What follows belongs to an exercise in optimizing a design on an open flow for small area and a short achievable clock period; a production flow would make more cautious choices.
The RTL was checked by simulation tests, not by an equivalence proof against the original design.

==> flow/design.v, too long to show whole: its modules and the start of the top module <==
// module iir_filter: 954 lines
// module iir_fa: 4 lines
module iir_filter(
    input clk,
    input rst,
    input signed [11:0] signal_i,
    output signed [11:0] signal_o
    );
  // ...
==> flow/run.sh <==
#!/bin/bash
# synth_recipe.tcl (not shown) runs the flow's synth.tcl, then flattens the netlist and writes it again
# the make line also repeats each setting of config.mk as NAME=value (left out here)
make -C /OpenROAD-flow-scripts/flow DESIGN_CONFIG=/design/flow/config.mk WORK_HOME=/design/flow/orfs CLKGATE_MAP_FILE= SYNTH_SCRIPT=/design/flow/synth_recipe.tcl finish
==> flow/config.mk <==
export PLATFORM = sky130hd
export DESIGN_NAME = iir_filter
export DESIGN_NICKNAME = iir_filter
export VERILOG_FILES = /design/flow/design.v
export SDC_FILE = /design/flow/constraint.sdc
export NUM_CORES = 4
export LEC_CHECK = 0
export ABC_AREA = 1
export CAP_MARGIN = 20
export CORE_MARGIN = 2
export CORE_UTILIZATION = 40
export CTS_BUF_LIST = sky130_fd_sc_hd__clkbuf_4 sky130_fd_sc_hd__clkbuf_8
export PLACE_DENSITY = 0.6
export SLEW_MARGIN = 20
export SYNTH_HIERARCHICAL = 1
==> flow/constraint.sdc <==
create_clock -name core_clock -period 14.5 [get_ports {clk}]
set_input_delay 2.9000 -clock core_clock [delete_from_list [all_inputs] [get_ports {clk}]]
set_output_delay 2.9000 -clock core_clock [all_outputs]
set_load 0.01 [all_outputs]
==> summary.md, run 1 <==
| Metric | Value |
|---|---|
| Register area | `4030 µm²` |
| Most frequent CP cell | `fa_1` |
| Place WS | `8460 ps` |
| Synthesized net count | `1964` |
| Area leader, netlist | `fa_1` |
| DRC violations left | `0` |
| Post-DP HPWL | `36900 µm` |
| HP Class | `flip-flop to flip-flop` |
| Setup_tns | `0 ps` |
| NumNets Final | `2015` |
| Slew Viols, Final | `0` |
| Combinational family with the most area after synthesis | `adder cells` |
| TritonCTS clock tree | `done` |
| Synth cell types | `35` |
| Routed wl met2 | `20100 µm` |
| GR Util met1 | `30.2%` |
| Fmax achieved | `171 MHz` |
| Fin area | `18500 µm²` |
| Busiest grt layer | `met2` |
| Clock sinks | `162` |
| Status | `no timing/DRC/antenna violations` |
| Layout area overhead | `8.06%` |
| Placed inst area | `18100 µm²` |
| Routed Antenna Nets | `0` |
| Gpl congestion | `0.925` |
| Worst Path Required | `14870 ps` |
| Worst Hold Depth | `0` |
| Num CTS Buffers | `17` |
| Yosys reg bits | `162` |
| CP startpoint | `x1[6]` |
| R2R Path Start | `x1[6]` |
| Primary FF master, synth | `dfrtp_1` |
==> run 2, diff against run 1 <==
--- a/flow/design.v
+++ b/flow/design.v
@@ -134,17 +134,320 @@
 wire ys_43, ys_44;
 assign ys_43 = ys_18 ^ ys_19;
 assign ys_44 = ys_18 & ys_19;
 wire ys_45, ys_46;
 assign ys_45 = ys_20 ^ ys_21;
 assign ys_46 = ys_20 & ys_21;
 wire ys_47, ys_48;
 iir_fa u_ys_47 (.a(w[15]), .b(~signal_i[11]), .c(ys_22), .s(ys_47), .co(ys_48));
-wire [20:0] ysum = {w[20], w[19], w[18], w[17], ys_48, ys_46, ys_44, ys_42, ys_40, ys_38, ys_36, ys_34, ys_32, ys_30, ys_28, ys_26, ys_24, ys_23, signal_i[1], signal_i[0], w[0]} + {1'b0, 1'b0, 1'b0, 1'b0, w[16], ys_47, ys_45, ys_43, ys_41, ys_39, ys_37, ys_35, ys_33, ys_31, ys_29, ys_27, ys_25, 1'b0, w[2], w[1], 1'b0};
+wire ysum_c1, ysum_c2;
+assign ysum_c1 = signal_i[0] ^ w[1];
+assign ysum_c2 = signal_i[0] & w[1];
+wire ysum_c3, ysum_c4;
+assign ysum_c3 = signal_i[1] ^ w[2];
+assign ysum_c4 = signal_i[1] & w[2];
+wire ysum_c5, ysum_c6;
+assign ysum_c5 = ys_24 ^ ys_25;
+assign ysum_c6 = ys_24 & ys_25;
+wire ysum_c7, ysum_c8;
+assign ysum_c7 = ys_26 ^ ys_27;
+assign ysum_c8 = ys_26 & ys_27;
+wire ysum_c9, ysum_c10;
+assign ysum_c9 = ys_28 ^ ys_29;
+assign ysum_c10 = ys_28 & ys_29;
+wire ysum_c11, ysum_c12;
+assign ysum_c11 = ys_30 ^ ys_31;
+assign ysum_c12 = ys_30 & ys_31;
+wire ysum_c13, ysum_c14;
+assign ysum_c13 = ys_32 ^ ys_33;
+assign ysum_c14 = ys_32 & ys_33;
+wire ysum_c15, ysum_c16;
+assign ysum_c15 = ys_34 ^ ys_35;
+assign ysum_c16 = ys_34 & ys_35;
+wire ysum_c17, ysum_c18;
+assign ysum_c17 = ys_36 ^ ys_37;
+assign ysum_c18 = ys_36 & ys_37;
+wire ysum_c19, ysum_c20;
+assign ysum_c19 = ys_38 ^ ys_39;
+assign ysum_c20 = ys_38 & ys_39;
+wire ysum_c21, ysum_c22;
+assign ysum_c21 = ys_40 ^ ys_41;
+assign ysum_c22 = ys_40 & ys_41;
+wire ysum_c23, ysum_c24;
+assign ysum_c23 = ys_42 ^ ys_43;
+assign ysum_c24 = ys_42 & ys_43;
+wire ysum_c25, ysum_c26;
+assign ysum_c25 = ys_44 ^ ys_45;
+assign ysum_c26 = ys_44 & ys_45;
+wire ysum_c27, ysum_c28;
+assign ysum_c27 = ys_46 ^ ys_47;
+assign ysum_c28 = ys_46 & ys_47;
+wire ysum_c29, ysum_c30;
+assign ysum_c29 = ys_48 ^ w[16];
+assign ysum_c30 = ys_48 & w[16];
+wire ysum_c31;
+iir_gc u_ysum_c31 (.gh(ysum_c14), .ph(ysum_c13), .gl(ysum_c12), .g(ysum_c31));
+wire ysum_c32;
+assign ysum_c32 = ysum_c13 & ysum_c11;
+wire ysum_c33;
+iir_gc u_ysum_c33 (.gh(ysum_c10), .ph(ysum_c9), .gl(ysum_c8), .g(ysum_c33));
+wire ysum_c34;
+assign ysum_c34 = ysum_c9 & ysum_c7;
+wire ysum_c35;
+iir_gc u_ysum_c35 (.gh(ysum_c31), .ph(ysum_c32), .gl(ysum_c33), .g(ysum_c35));
+wire ysum_c36;
+assign ysum_c36 = ysum_c32 & ysum_c34;
+wire ysum_c37;
+assign ysum_c37 = ysum_c5 & ys_23;
+wire ysum_c38;
+iir_gc u_ysum_c38 (.gh(ysum_c4), .ph(ysum_c3), .gl(ysum_c2), .g(ysum_c38));
+wire ysum_c39;
+assign ysum_c39 = ysum_c3 & ysum_c1;
+wire ysum_c40;
+iir_gc u_ysum_c40 (.gh(ysum_c6), .ph(ysum_c37), .gl(ysum_c38), .g(ysum_c40));
+wire ysum_c41;
+assign ysum_c41 = ysum_c37 & ysum_c39;
+wire ysum_c42;
+iir_gc u_ysum_c42 (.gh(ysum_c35), .ph(ysum_c36), .gl(ysum_c40), .g(ysum_c42));
+wire ysum_c43;
+assign ysum_c43 = ysum_c36 & ysum_c41;
+wire ysum_c44;
+iir_gc u_ysum_c44 (.gh(ysum_c16), .ph(ysum_c15), .gl(ysum_c14), .g(ysum_c44));
+wire ysum_c45;
+assign ysum_c45 = ysum_c15 & ysum_c13;
+wire ysum_c46;
+iir_gc u_ysum_c46 (.gh(ysum_c12), .ph(ysum_c11), .gl(ysum_c10), .g(ysum_c46));
+wire ysum_c47;
+assign ysum_c47 = ysum_c11 & ysum_c9;
+wire ysum_c48;
+iir_gc u_ysum_c48 (.gh(ysum_c44), .ph(ysum_c45), .gl(ysum_c46), .g(ysum_c48));
+wire ysum_c49;
+assign ysum_c49 = ysum_c45 & ysum_c47;
+wire ysum_c50;
+iir_gc u_ysum_c50 (.gh(ysum_c8), .ph(ysum_c7), .gl(ysum_c6), .g(ysum_c50));
+wire ysum_c51;
+assign ysum_c51 = ysum_c7 & ysum_c5;
+wire ysum_c52;
+assign ysum_c52 = ys_23 & ysum_c4;
+wire ysum_c53;
+assign ysum_c53 = ys_23 & ysum_c3;
+wire ysum_c54;
+iir_gc u_ysum_c54 (.gh(ysum_c50), .ph(ysum_c51), .gl(ysum_c52), .g(ysum_c54));
+wire ysum_c55;
+assign ysum_c55 = ysum_c51 & ysum_c53;
+wire ysum_c56;
+iir_gc u_ysum_c56 (.gh(ysum_c48), .ph(ysum_c49), .gl(ysum_c54), .g(ysum_c56));
+wire ysum_c57;
+assign ysum_c57 = ysum_c49 & ysum_c55;
+wire ysum_c58;
+iir_gc u_ysum_c58 (.gh(ysum_c56), .ph(ysum_c57), .gl(ysum_c2), .g(ysum_c58));
+wire ysum_c59;
+iir_gc u_ysum_c59 (.gh(ysum_c18), .ph(ysum_c17), .gl(ysum_c16), .g(ysum_c59));
+wire ysum_c60;
+assign ysum_c60 = ysum_c17 & ysum_c15;
+wire ysum_c61;
+iir_gc u_ysum_c61 (.gh(ysum_c59), .ph(ysum_c60), .gl(ysum_c31), .g(ysum_c61));
+wire ysum_c62;
+assign ysum_c62 = ysum_c60 & ysum_c32;
+wire ysum_c63;
+iir_gc u_ysum_c63 (.gh(ysum_c33), .ph(ysum_c34), .gl(ysum_c6), .g(ysum_c63));
+wire ysum_c64;
+assign ysum_c64 = ysum_c34 & ysum_c37;
+wire ysum_c65;
+iir_gc u_ysum_c65 (.gh(ysum_c61), .ph(ysum_c62), .gl(ysum_c63), .g(ysum_c65));
+wire ysum_c66;
+assign ysum_c66 = ysum_c62 & ysum_c64;
+wire ysum_c67;
+iir_gc u_ysum_c67 (.gh(ysum_c65), .ph(ysum_c66), .gl(ysum_c38), .g(ysum_c67));
+wire ysum_c68;
+iir_gc u_ysum_c68 (.gh(ysum_c20), .ph(ysum_c19), .gl(ysum_c18), .g(ysum_c68));
+wire ysum_c69;
+assign ysum_c69 = ysum_c19 & ysum_c17;
+wire ysum_c70;
+iir_gc u_ysum_c70 (.gh(ysum_c68), .ph(ysum_c69), .gl(ysum_c44), .g(ysum_c70));
+wire ysum_c71;
+assign ysum_c71 = ysum_c69 & ysum_c45;
+wire ysum_c72;
+iir_gc u_ysum_c72 (.gh(ysum_c46), .ph(ysum_c47), .gl(ysum_c50), .g(ysum_c72));
+wire ysum_c73;
+assign ysum_c73 = ysum_c47 & ysum_c51;
+wire ysum_c74;
+iir_gc u_ysum_c74 (.gh(ysum_c70), .ph(ysum_c71), .gl(ysum_c72), .g(ysum_c74));
+wire ysum_c75;
+assign ysum_c75 = ysum_c71 & ysum_c73;
+wire ysum_c76;
+iir_gc u_ysum_c76 (.gh(ysum_c52), .ph(ysum_c53), .gl(ysum_c2), .g(ysum_c76));
+wire ysum_c77;
+iir_gc u_ysum_c77 (.gh(ysum_c74), .ph(ysum_c75), .gl(ysum_c76), .g(ysum_c77));
+wire ysum_c78;
+iir_gc u_ysum_c78 (.gh(ysum_c22), .ph(ysum_c21), .gl(ysum_c20), .g(ysum_c78));
+wire ysum_c79;
+assign ysum_c79 = ysum_c21 & ysum_c19;
+wire ysum_c80;
+iir_gc u_ysum_c80 (.gh(ysum_c78), .ph(ysum_c79), .gl(ysum_c59), .g(ysum_c80));
+wire ysum_c81;
+assign ysum_c81 = ysum_c79 & ysum_c60;
+wire ysum_c82;
+iir_gc u_ysum_c82 (.gh(ysum_c80), .ph(ysum_c81), .gl(ysum_c35), .g(ysum_c82));
+wire ysum_c83;
+assign ysum_c83 = ysum_c81 & ysum_c36;
+wire ysum_c84;
+iir_gc u_ysum_c84 (.gh(ysum_c82), .ph(ysum_c83), .gl(ysum_c40), .g(ysum_c84));
+wire ysum_c85;
+iir_gc u_ysum_c85 (.gh(ysum_c24), .ph(ysum_c23), .gl(ysum_c22), .g(ysum_c85));
+wire ysum_c86;
+assign ysum_c86 = ysum_c23 & ysum_c21;
+wire ysum_c87;
+iir_gc u_ysum_c87 (.gh(ysum_c85), .ph(ysum_c86), .gl(ysum_c68), .g(ysum_c87));
+wire ysum_c88;
+assign ysum_c88 = ysum_c86 & ysum_c69;
+wire ysum_c89;
+iir_gc u_ysum_c89 (.gh(ysum_c87), .ph(ysum_c88), .gl(ysum_c48), .g(ysum_c89));
+wire ysum_c90;
+assign ysum_c90 = ysum_c88 & ysum_c49;
+wire ysum_c91;
+iir_gc u_ysum_c91 (.gh(ysum_c54), .ph(ysum_c55), .gl(ysum_c2), .g(ysum_c91));
+wire ysum_c92;
+iir_gc u_ysum_c92 (.gh(ysum_c89), .ph(ysum_c90), .gl(ysum_c91), .g(ysum_c92));
+wire ysum_c93;
+iir_gc u_ysum_c93 (.gh(ysum_c26), .ph(ysum_c25), .gl(ysum_c24), .g(ysum_c93));
+wire ysum_c94;
+assign ysum_c94 = ysum_c25 & ysum_c23;
+wire ysum_c95;
+iir_gc u_ysum_c95 (.gh(ysum_c93), .ph(ysum_c94), .gl(ysum_c78), .g(ysum_c95));
+wire ysum_c96;
+assign ysum_c96 = ysum_c94 & ysum_c79;
+wire ysum_c97;
+iir_gc u_ysum_c97 (.gh(ysum_c95), .ph(ysum_c96), .gl(ysum_c61), .g(ysum_c97));
+wire ysum_c98;
+assign ysum_c98 = ysum_c96 & ysum_c62;
+wire ysum_c99;
+iir_gc u_ysum_c99 (.gh(ysum_c63), .ph(ysum_c64), .gl(ysum_c38), .g(ysum_c99));
+wire ysum_c100;
+iir_gc u_ysum_c100 (.gh(ysum_c97), .ph(ysum_c98), .gl(ysum_c99), .g(ysum_c100));
+wire ysum_c101;
+iir_gc u_ysum_c101 (.gh(ysum_c28), .ph(ysum_c27), .gl(ysum_c26), .g(ysum_c101));
+wire ysum_c102;
+assign ysum_c102 = ysum_c27 & ysum_c25;
+wire ysum_c103;
+iir_gc u_ysum_c103 (.gh(ysum_c101), .ph(ysum_c102), .gl(ysum_c85), .g(ysum_c103));
+wire ysum_c104;
+assign ysum_c104 = ysum_c102 & ysum_c86;
+wire ysum_c105;
+iir_gc u_ysum_c105 (.gh(ysum_c103), .ph(ysum_c104), .gl(ysum_c70), .g(ysum_c105));
+wire ysum_c106;
+assign ysum_c106 = ysum_c104 & ysum_c71;
+wire ysum_c107;
+iir_gc u_ysum_c107 (.gh(ysum_c72), .ph(ysum_c73), .gl(ysum_c76), .g(ysum_c107));
+wire ysum_c108;
+iir_gc u_ysum_c108 (.gh(ysum_c105), .ph(ysum_c106), .gl(ysum_c107), .g(ysum_c108));
+wire ysum_c109;
+iir_gc u_ysum_c109 (.gh(ysum_c30), .ph(ysum_c29), .gl(ysum_c28), .g(ysum_c109));
+wire ysum_c110;
+assign ysum_c110 = ysum_c29 & ysum_c27;
+wire ysum_c111;
+iir_gc u_ysum_c111 (.gh(ysum_c109), .ph(ysum_c110), .gl(ysum_c93), .g(ysum_c111));
+wire ysum_c112;
+assign ysum_c112 = ysum_c110 & ysum_c94;
+wire ysum_c113;
+iir_gc u_ysum_c113 (.gh(ysum_c111), .ph(ysum_c112), .gl(ysum_c80), .g(ysum_c113));
+wire ysum_c114;
+assign ysum_c114 = ysum_c112 & ysum_c81;
+wire ysum_c115;
+iir_gc u_ysum_c115 (.gh(ysum_c113), .ph(ysum_c114), .gl(ysum_c42), .g(ysum_c115));
+wire ysum_c116;
+assign ysum_c116 = ysum_c114 & ysum_c43;
+wire ysum_c117;
+assign ysum_c117 = w[17] & ysum_c30;
+wire ysum_c118;
+assign ysum_c118 = w[17] & ysum_c29;
+wire ysum_c119;
+iir_gc u_ysum_c119 (.gh(ysum_c117), .ph(ysum_c118), .gl(ysum_c101), .g(ysum_c119));
+wire ysum_c120;
+assign ysum_c120 = ysum_c118 & ysum_c102;
+wire ysum_c121;
+iir_gc u_ysum_c121 (.gh(ysum_c119), .ph(ysum_c120), .gl(ysum_c87), .g(ysum_c121));
+wire ysum_c122;
+assign ysum_c122 = ysum_c120 & ysum_c88;
+wire ysum_c123;
+iir_gc u_ysum_c123 (.gh(ysum_c121), .ph(ysum_c122), .gl(ysum_c56), .g(ysum_c123));
+wire ysum_c124;
+assign ysum_c124 = ysum_c122 & ysum_c57;
+wire ysum_c125;
+iir_gc u_ysum_c125 (.gh(ysum_c123), .ph(ysum_c124), .gl(ysum_c2), .g(ysum_c125));
+wire ysum_c126;
+assign ysum_c126 = w[18] & w[17];
+wire ysum_c127;
+assign ysum_c127 = ysum_c126 & ysum_c109;
+wire ysum_c128;
+assign ysum_c128 = ysum_c126 & ysum_c110;
+wire ysum_c129;
+iir_gc u_ysum_c129 (.gh(ysum_c127), .ph(ysum_c128), .gl(ysum_c95), .g(ysum_c129));
+wire ysum_c130;
+assign ysum_c130 = ysum_c128 & ysum_c96;
+wire ysum_c131;
+iir_gc u_ysum_c131 (.gh(ysum_c129), .ph(ysum_c130), .gl(ysum_c65), .g(ysum_c131));
+wire ysum_c132;
+assign ysum_c132 = ysum_c130 & ysum_c66;
+wire ysum_c133;
+iir_gc u_ysum_c133 (.gh(ysum_c131), .ph(ysum_c132), .gl(ysum_c38), .g(ysum_c133));
+wire ysum_c134;
+assign ysum_c134 = w[19] & w[18];
+wire ysum_c135;
+assign ysum_c135 = ysum_c134 & ysum_c117;
+wire ysum_c136;
+assign ysum_c136 = ysum_c134 & ysum_c118;
+wire ysum_c137;
+iir_gc u_ysum_c137 (.gh(ysum_c135), .ph(ysum_c136), .gl(ysum_c103), .g(ysum_c137));
+wire ysum_c138;
+assign ysum_c138 = ysum_c136 & ysum_c104;
+wire ysum_c139;
+iir_gc u_ysum_c139 (.gh(ysum_c137), .ph(ysum_c138), .gl(ysum_c74), .g(ysum_c139));
+wire ysum_c140;
+assign ysum_c140 = ysum_c138 & ysum_c75;
+wire ysum_c141;
+iir_gc u_ysum_c141 (.gh(ysum_c139), .ph(ysum_c140), .gl(ysum_c76), .g(ysum_c141));
+wire ysum_c142;
+iir_xn u_ysum_c142 (.a(ysum_c15), .b(ysum_c42), .y(ysum_c142));
+wire ysum_c143;
+iir_xn u_ysum_c143 (.a(ysum_c17), .b(ysum_c58), .y(ysum_c143));
+wire ysum_c144;
+iir_xn u_ysum_c144 (.a(ysum_c19), .b(ysum_c67), .y(ysum_c144));
+wire ysum_c145;
+iir_xn u_ysum_c145 (.a(ysum_c21), .b(ysum_c77), .y(ysum_c145));
+wire ysum_c146;
+iir_xn u_ysum_c146 (.a(ysum_c23), .b(ysum_c84), .y(ysum_c146));
+wire ysum_c147;
+iir_xn u_ysum_c147 (.a(ysum_c25), .b(ysum_c92), .y(ysum_c147));
+wire ysum_c148;
+iir_xn u_ysum_c148 (.a(ysum_c27), .b(ysum_c100), .y(ysum_c148));
+wire ysum_c149;
+iir_xn u_ysum_c149 (.a(ysum_c29), .b(ysum_c108), .y(ysum_c149));
+wire ysum_c150;
+iir_xn u_ysum_c150 (.a(w[17]), .b(ysum_c115), .y(ysum_c150));
+wire ysum_c151;
+iir_xn u_ysum_c151 (.a(w[18]), .b(ysum_c125), .y(ysum_c151));
+wire ysum_c152;
+iir_xn u_ysum_c152 (.a(w[19]), .b(ysum_c133), .y(ysum_c152));
+wire ysum_c153;
+iir_x2 u_ysum_c153 (.a(w[20]), .b(ysum_c141), .y(ysum_c153));
+wire [20:9] ysum;
+assign ysum[9] = ysum_c142;
+assign ysum[10] = ysum_c143;
+assign ysum[11] = ysum_c144;
+assign ysum[12] = ysum_c145;
+assign ysum[13] = ysum_c146;
+assign ysum[14] = ysum_c147;
+assign ysum[15] = ysum_c148;
+assign ysum[16] = ysum_c149;
+assign ysum[17] = ysum_c150;
+assign ysum[18] = ysum_c151;
+assign ysum[19] = ysum_c152;
+assign ysum[20] = ysum_c153;
 wire qs_1, qs_2;
 iir_fa u_qs_1 (.a(x1[0]), .b(y0[0]), .c(y0[1]), .s(qs_1), .co(qs_2));
 wire qs_3, qs_4;
 iir_fa u_qs_3 (.a(x1[1]), .b(y0[1]), .c(y0[2]), .s(qs_3), .co(qs_4));
 wire qs_5, qs_6;
 iir_fa u_qs_5 (.a(y0[7]), .b(y2[0]), .c(y2[1]), .s(qs_5), .co(qs_6));
 wire qs_7, qs_8;
 iir_fa u_qs_7 (.a(x1[0]), .b(x1[2]), .c(y0[2]), .s(qs_7), .co(qs_8));
@@ -937,22 +1240,30 @@
 wire rs_385, rs_386;
 assign rs_385 = rs_344 ^ rs_345;
 assign rs_386 = rs_344 | rs_345;
 wire [20:0] rn = {rs_384, rs_382, rs_380, rs_378, rs_376, rs_374, rs_372, rs_370, rs_368, rs_366, rs_364, rs_362, rs_360, rs_358, rs_356, rs_354, ~rs_352, ~rs_350, rs_348, rs_347, rs_305} + {~rs_385, rs_383, rs_381, rs_379, rs_377, rs_375, rs_373, rs_371, rs_369, rs_367, rs_365, rs_363, rs_361, rs_359, rs_357, rs_355, rs_353, ~rs_351, rs_349, 1'b0, 1'b1};
 always @(posedge clk or posedge rst) begin
     if (rst) begin
         y0 <= 12'h7ff; y1 <= 12'h7ff; y2 <= 12'h7ff; y3 <= 12'h7ff; y4 <= 12'h7ff;
         x1 <= 12'h800; x2 <= 12'h800; x3 <= 12'h800; x4 <= 12'h800; x5 <= 12'h800;
-        q <= 21'h12a910;
+        q <= 21'h12a910; r <= 21'h6c543;
     end else begin
-        y0 <= {ysum[20], ~ysum[19:9]}; y1 <= y0; y2 <= y1; y3 <= y2; y4 <= y3;
+        y0 <= ysum[20:9]; y1 <= y0; y2 <= y1; y3 <= y2; y4 <= y3;
         x1 <= {~signal_i[11], signal_i[10:0]}; x2 <= x1; x3 <= x2; x4 <= x3; x5 <= x4;
-        q <= qn;
+        q <= qn; r <= rn;
     end
 end
-always @(posedge clk) r <= rn;
 assign signal_o = {y0[11], ~y0[10:0]};
 endmodule
+module iir_x2(input a, input b, output y);
+assign y = a ^ b;
+endmodule
+module iir_xn(input a, input b, output y);
+assign y = ~(a ^ b);
+endmodule
+module iir_gc(input gh, input ph, input gl, output g);
+assign g = gh | (ph & gl);
+endmodule
 module iir_fa(input a, input b, input c, output s, output co);
 assign s = a ^ b ^ c;
 assign co = (a & b) | (c & (a ^ b));
 endmodule
==> flow/config.mk (replaced) <==
export PLATFORM = sky130hd
export DESIGN_NAME = iir_filter
export DESIGN_NICKNAME = iir_filter
export VERILOG_FILES = /design/flow/design.v
export SDC_FILE = /design/flow/constraint.sdc
export NUM_CORES = 4
export LEC_CHECK = 0
export CAP_MARGIN = 20
export CORE_MARGIN = 2
export CORE_UTILIZATION = 40
export CTS_BUF_LIST = sky130_fd_sc_hd__clkbuf_4 sky130_fd_sc_hd__clkbuf_8
export PLACE_DENSITY = 0.6
export SLEW_MARGIN = 20
export SYNTH_HIERARCHICAL = 1
==> summary.md, run 2 <==
| Metric | Value |
|---|---|
| Pin count of the biggest net entering global routing | `74 (was 80)` |
| Die area | `44400 µm² (about the same)` |
| Yosys warnings | `7 (unchanged)` |
| Status | `no timing/DRC/antenna violations (unchanged)` |
| Synth cell types | `55 (was 35)` |
| Clk slew on worst S/H paths | `110 ps (about the same)` |
| Worst rel slew slack | `39.1% (was 28.7%)` |
| Largest regs | `q (21), r (21) (unchanged)` |
| Cells after DPL | `1841 (was 2006)` |
| Final Hold Fails | `0 (unchanged)` |
| Final min period | `6130 ps (was 5850 ps)` |
| Via/cell ratio | `5.15 (was 5.19)` |
| Die H | `211 µm (about the same)` |
| Final period util | `42.3% (was 40.4%)` |
| DRC violations left | `0 (unchanged)` |
| Iteration-0 DRC Markers | `627 (was 840)` |
| Async set-reset flop share out of synthesis | `100% (was 87.0%)` |
| Die width | `211 µm (about the same)` |
| Primary FF master, synth | `dfrtp_1 (unchanged)` |
| Critical path class | `flip-flop to flip-flop (unchanged)` |
| HP Class | `flip-flop to flip-flop (unchanged)` |
| Worst setup SP type | `flip-flop (unchanged)` |
| Final setup fails | `0 (unchanged)` |
| Hold_ws | `358 ps (was 359 ps)` |
| Sequential share of the synthesized area | `24.3% (was 23.6%)` |
| Initial antenna violation count | `0 (unchanged)` |
| Slew Viols, Final | `0 (unchanged)` |
| Global-route wire length before repair | `66500 µm (was 69900 µm)` |
| Number of max-cap violations | `0 (unchanged)` |
| Initial core utilization | `40.7% (about the same)` |
| Post-synth design cell area | `17100 µm² (about the same)` |
| Share of layout cells above drive strength 1 | `10.1% (was 8.61%)` |
| Placed inst area | `18100 µm² (about the same)` |
| Worst-margin pin slew | `914 ps (was 1070 ps)` |
| Core area | `42000 µm² (unchanged)` |
| Gr usage total | `20.5% (was 21.7%)` |
| Final core occ | `44.0% (about the same)` |
| Critical Path AT | `6490 ps (was 6230 ps)` |
| Io pins | `26 (unchanged)` |
| Post-synth EDFFs | `0 (unchanged)` |
| Post-DR wirelength/cell | `21.4 µm (about the same)` |
| Final global-route overflow total | `0 (unchanged)` |
| First drt pass iteration count | `5 (was 8)` |
| Vias in the first global route | `11200 (was 11900)` |
| Synth area leaders | `fa_1 48%, dfrtp_1 13%, dfstp_2 12% (was fa_1 48%, dfrtp_1 11%, dfstp_2 10%)` |
| Fmax achieved | `163 MHz (was 171 MHz)` |
| Crit path max fanout | `9 (unchanged)` |
| Post-CTS Setup Bufs | `0 (unchanged)` |
| Syn Area/Cell | `13.5 µm² (was 11.9 µm²)` |
| Count of port buffers added during placement | `25 (unchanged)` |
| Worst Slack Setup Final | `8370 ps (was 8650 ps)` |
| Routed Antenna Nets | `0 (unchanged)` |
| Most common cell after layout, fill and taps aside | `fa_1 (unchanged)` |
| Layout area overhead | `8.22% (was 8.06%)` |
| Area leader, netlist | `fa_1 (unchanged)` |
| Post-CTS sizing | `0 (unchanged)` |
| TritonCTS clock tree | `done (unchanged)` |
| Antenna cells | `0 (unchanged)` |
| Root Driver | `clkbuf_8 (unchanged)` |
| Worst setup EP type | `flip-flop (unchanged)` |
| Non-Filler Instances | `1873 (was 2038)` |
| Setup_tns | `0 ps (unchanged)` |
| Post-synth top cells | `407 x fa_1, 169 x inv_1, 108 x ha_1, 86 x dfrtp_1, 83 x a21o_1 (was 407 x fa_1, 215 x inv_1, 198 x nand2_1, 108 x ha_1, 74 x dfrtp_1)` |
| Top cell type's share of synthesized area | `47.7% (about the same)` |
| Worst Path Required | `14860 ps (was 14870 ps)` |
| Clock Skew | `17.9 ps (was 18.7 ps)` |
| H-tree levels | `4 (unchanged)` |
| Post-DP HPWL | `33200 µm (was 36900 µm)` |
| Num CTS Buffers | `17 (unchanged)` |
| Clock sinks | `162 (unchanged)` |
| Cell with the most instances after synthesis | `fa_1 (unchanged)` |
| Clock Tree Buf Depth | `2 (unchanged)` |
| NumNets Final | `1850 (was 2015)` |
| Gpl congestion | `0.889 (was 0.925)` |
| Skew-Pair Late Insertion Delay | `490 ps (was 480 ps)` |
| Synth Instances | `1270 (was 1435)` |
| Commonest cells after routing, fill and taps aside | `407 x fa_1, 168 x inv_1, 108 x ha_1 (was 407 x fa_1, 214 x inv_1, 198 x nand2_1)` |
| Total wire length | `40100 µm (was 43700 µm)` |
| Synthesized net count | `1799 (was 1964)` |
| Fin area | `18500 µm² (about the same)` |
| Via Count | `9644 (was 10600)` |
| Cell Rows | `75 (unchanged)` |
| Place WS | `8380 ps (was 8460 ps)` |
| Yosys reg bits | `162 (unchanged)` |
| Hold buffer count at CTS | `0 (unchanged)` |
| RSZ-0062 raised after global routing | `false (unchanged)` |
run 2: per-layer routing:
metal | track usage, % | part of all wire (%)
met3 | 3.48 | 4.1
met1 | 30.5 | 48
met2 | 32.0 | 47
met5 | 0 | 0
met4 | 3.76 | 1.1
run 2: final cells by class:
cell class	instances	area [µm²]
multi-input cells	937	12300
clock buffers	19	262
well taps	539	674
inverters	169	639
repair buffers	34	318
fillers	3848	23500
flip-flops and latches	162	4150
clock inverters	13	161
run 2: worst paths after layout:
path | startpoint | endpoint | slack [ps] | cells past startpoint
min | y3[5] | y4[5] | 360 | 0
min in group asynchronous | rst | x1[3] | 2750 | 2
min reg2reg | y3[5] | y4[5] | 360 | 0
max reg2reg | x1[8] | y0[11] | 8370 | 19
max in group asynchronous | rst | y4[11] | 10490 | 3
max | x1[8] | y0[11] | 8370 | 19
run 2: worst max-delay path: stages (launching register included):
cell and delay, ps:
dfrtp_1 870, fa_1 560, fa_1 400, fa_1 470
ha_1 390, a21oi_1 180, o211ai_1 110, o211a_1 310
o21a_1 200, nor2_1 130, xnor2_1 100, fa_1 410
fa_1 450, ha_1 380, and2_1 210, a21o_1 200
a21o_1 160, a21o_1 150, a21o_1 160, xor2_1 160
run 2: kinds of logic (layout without fill, tap and decap cells):
| kind of cell | Yosys count | after routing | share of synthesized area, % |
|---|---|---|---|
| buffers and inverters | 171 | 235 | 3.80 |
| AOI/OAI and AO/OA | 205 | 205 | 8.35 |
| and+or+nand+nor | 152 | 152 | 4.56 |
| xor gates and xnor gates | 64 | 64 | 3.39 |
| adders and majority gates | 515 | 515 | 55.6 |
| DFF | 162 | 162 | 24.3 |
| muxes | 1 | 1 | 0.0586 |
run 2: Yosys stat by module (local to each module, per instance):
module / area [µm²] / flip-flops and latches / times used
iir_gc: 7.51 / 0 / 57
iir_filter: 8450 / 162 / 1
iir_fa: 20.0 / 0 / 405
iir_xn: 8.76 / 0 / 11
iir_x2: 8.76 / 0 / 1

-- port drivers added, routing unchanged --
How much do the figures lean on ideal ports? The routed layouts below were timed once more, with nothing changed but the port constraints.
Step 1 sets driving cells, clkbuf_16 on the clock port and buf_2 on the other inputs (assumed; they add their load-dependent delay and slew).
Step 2 also shifts input and output timing later by t, the mid clock arrival at the registers, as if the neighbouring blocks saw the same clock.
Slacks: ideal / step 1 / step 2; pairs: ideal / step 1.
run	shift t [ns]	setup WS [ns]	hold WS [ns]	clock arrival spread, ns
run 1	0.520	8.647 / 8.647 / 8.501	0.359 / 0.359 / 0.359	0.024 / 0.024
run 2	0.538	8.373 / 8.373 / 8.373	0.358 / 0.358 / 0.358	0.018 / 0.018
After both steps every run listed still meets setup and hold. For run 1, which loses most, drivers alone change the setup slack by 0.000 ns; drivers and shift together by -0.146 ns.
